This design comes from an exercise in tuning for small area, a short achievable clock period and few clock cycles per item on the open sky130 flow, not from production work.
In this exercise RTL edits were held to simulation tests only and were not proved equivalent to the original.

// des_enc
module des_enc (
    input         clk,
    input         rst,
    input         in_valid,
    output        in_ready,
    input  [63:0] in_block,
    input  [63:0] in_key,
    output        out_valid,
    output [63:0] out_block
);
==> flow/config.mk <==
export PLATFORM = sky130hd
export DESIGN_NAME = des_enc
export DESIGN_NICKNAME = des_enc
export VERILOG_FILES = /design/flow/design.v
export SDC_FILE = /design/flow/constraint.sdc
export NUM_CORES = 8
export LEC_CHECK = 0
export CAP_MARGIN = 20
export CORE_MARGIN = 2
export CORE_UTILIZATION = 40
export SLEW_MARGIN = 20
==> flow/constraint.sdc <==
create_clock -name core_clock -period 50.0 [get_ports {clk}]
set_input_delay 10.0000 -clock core_clock [delete_from_list [all_inputs] [get_ports {clk}]]
set_output_delay 10.0000 -clock core_clock [all_outputs]
set_load 0.01 [all_outputs]
standard.sh (not shown) runs the stock make flow with config.mk's settings and CLKGATE_MAP_FILE= SYNTH_SCRIPT=/design/flow/synth_recipe.tcl, a recipe that flattens the netlist after the stock synthesis.
==> flow/flow/run.sh <==
#!/bin/bash
# Own flow: the standard layout (standard.sh), with the S-box modules replaced by
# pre-mapped gate-level netlists during synthesis (see swap.tcl).
set -euo pipefail
W=$(pwd)
export SYNTH_CANONICALIZE_TCL=$W/flow/swap.tcl
bash standard.sh SETUP_SLACK_MARGIN=39 finish > $W/standard.log 2>&1 || { tail -50 $W/standard.log; exit 1; }
for f in $W/orfs/logs/*/*/*/*.log; do cp "$f" $W/ 2>/dev/null || true; done
tail -5 $W/standard.log
Other scripts of this flow, unchanged in this note and not shown: flow/flow/sbk_gates.v, flow/flow/swap.tcl
Testbench counts at the start, summed over its fixed seeds: cycles 2,088, items 2,048.
Then changed:
- CORE_UTILIZATION: 40 -> 65
- PLACE_DENSITY: not set -> 0.75
Die area fell by 38%. Register-to-register slack degrades by 0.34 ns. Hold slack degrades by 0.033 ns. Global-route usage rose by 17 points. Final cell count fell by 7.4%. Synthesized cell count stays the same. Maximum frequency is about the same. Wire length fell by 3.9%.
Then changed:
==> flow/flow/run.sh (replaced) <==
#!/bin/bash
# Own flow: the standard layout (standard.sh), with the S-box modules replaced by
# pre-mapped gate-level netlists during synthesis (see swap.tcl).
set -euo pipefail
W=$(pwd)
export SYNTH_CANONICALIZE_TCL=$W/flow/swap.tcl
bash standard.sh finish > $W/standard.log 2>&1 || { tail -50 $W/standard.log; exit 1; }
for f in $W/orfs/logs/*/*/*/*.log; do cp "$f" $W/ 2>/dev/null || true; done
tail -5 $W/standard.log
- CORE_UTILIZATION: 65 -> 40
- PLACE_DENSITY: 0.75 -> not set
The new run finished with timing, DRC and antenna clean.
Cell area goes down slightly.
Die area came out higher by well over a third.
Via count went down by a few percent.
Flip-flop and latch count does not change.
Worst setup slack is worse by 1.1 ns.
Core utilization is lower by 29 points.
Count of clock-buffer cells in the layout decreases by 2.
Cell count came out higher by a little under a tenth.


Starting RTL as in the previous note.
==> flow/config.mk <==
export PLATFORM = sky130hd
export DESIGN_NAME = des_enc
export DESIGN_NICKNAME = des_enc
export VERILOG_FILES = /design/flow/design.v
export SDC_FILE = /design/flow/constraint.sdc
export NUM_CORES = 8
export LEC_CHECK = 0
export CAP_MARGIN = 20
export CORE_MARGIN = 2
export CORE_UTILIZATION = 40
export CTS_CLUSTER_DIAMETER = 100
export CTS_CLUSTER_SIZE = 30
export SLEW_MARGIN = 20
==> flow/constraint.sdc <==
create_clock -name core_clock -period 50.0 [get_ports {clk}]
set_input_delay 10.0000 -clock core_clock [delete_from_list [all_inputs] [get_ports {clk}]]
set_output_delay 10.0000 -clock core_clock [all_outputs]
set_load 0.01 [all_outputs]
==> flow/flow/run.sh <==
#!/bin/bash
# Own flow: the standard layout (standard.sh), with the S-box modules replaced by
# pre-mapped gate-level netlists during synthesis (see swap.tcl).
set -euo pipefail
W=$(pwd)
export SYNTH_CANONICALIZE_TCL=$W/flow/swap.tcl
BUFFER_PORTS_ARGS="-buffer_cell sky130_fd_sc_hd__buf_1" bash standard.sh SETUP_SLACK_MARGIN=38.5 finish > $W/standard.log 2>&1 || { tail -50 $W/standard.log; exit 1; }
for f in $W/orfs/logs/*/*/*/*.log; do cp "$f" $W/ 2>/dev/null || true; done
tail -5 $W/standard.log
Other scripts of this flow, unchanged in this note and not shown: flow/flow/sbk_gates.v, flow/flow/swap.tcl
The starting point produced a clean layout.
Testbench counts at the start, summed over its fixed seeds: cycles 2,088, items 2,048.
Next try:
--- a/flow/flow/run.sh
+++ b/flow/flow/run.sh
@@ -7 +7 @@
-BUFFER_PORTS_ARGS="-buffer_cell sky130_fd_sc_hd__buf_1" bash standard.sh SETUP_SLACK_MARGIN=38.5 finish > $W/standard.log 2>&1 || { tail -50 $W/standard.log; exit 1; }
+BUFFER_PORTS_ARGS="-buffer_cell sky130_fd_sc_hd__buf_1" bash standard.sh SETUP_SLACK_MARGIN=38.6 finish > $W/standard.log 2>&1 || { tail -50 $W/standard.log; exit 1; }
Result:
- The changed run produced a clean layout
- critical path depth does not change
- area after synthesis is unchanged
Next try:
--- a/flow/flow/run.sh
+++ b/flow/flow/run.sh
@@ -7 +7 @@
-BUFFER_PORTS_ARGS="-buffer_cell sky130_fd_sc_hd__buf_1" bash standard.sh SETUP_SLACK_MARGIN=38.6 finish > $W/standard.log 2>&1 || { tail -50 $W/standard.log; exit 1; }
+BUFFER_PORTS_ARGS="-buffer_cell sky130_fd_sc_hd__buf_1" bash standard.sh SETUP_SLACK_MARGIN=38.75 finish > $W/standard.log 2>&1 || { tail -50 $W/standard.log; exit 1; }
=> Utilization is higher by 0.21 points; global-route usage is unchanged; synthesized cell count stays the same; register-to-register slack improves by 210 ps; routed wire length hardly moves; design area is higher slightly; count of clock-buffer cells in the layout does not change; die area stays the same; worst setup slack improves by 6.1 ps; first-iteration DRC count is higher slightly.

## separate check: timing with driven ports
Ports are ideal in the flow. The routed layouts listed here were re-timed in OpenROAD. Step 1: set_driving_cell puts a clkbuf_16 on clk and a buf_2 on each other input, an assumption about the parent block. Step 2 times the ports against the registers' clock, not the clock port: input delays grow and output delays shrink by t, the midpoint of the rising clock arrivals with the driver on. a / b / c = ideal / step 1 / step 2; a / b = the first two.
run | t (ns) | setup WS [ns] | clock arrival spread, ns | slew at the worst register clock pin (ns) | cell pins on the clock port's net
the first run of note 1 | 0.758 | 38.874 / 38.786 / 39.270 | 0.051 / 0.051 | 0.07 / 0.07 | 1
the second run of note 1 | 0.770 | 38.862 / 38.776 / 38.948 | 0.040 / 0.040 | 0.07 / 0.07 | 1
the third run of note 1 | 0.758 | 37.752 / 37.752 / 37.752 | 0.055 / 0.055 | 0.07 / 0.07 | 1
the first run of note 2 | 0.734 | 38.832 / 38.757 / 38.936 | 0.046 / 0.047 | 0.11 / 0.11 | 1
the second run of note 2 | 0.736 | 38.828 / 38.752 / 39.009 | 0.046 / 0.047 | 0.11 / 0.11 | 1
the third run of note 2 | 0.735 | 38.835 / 38.758 / 39.215 | 0.049 / 0.048 | 0.11 / 0.11 | 1
After both steps every run listed still meets setup and hold.
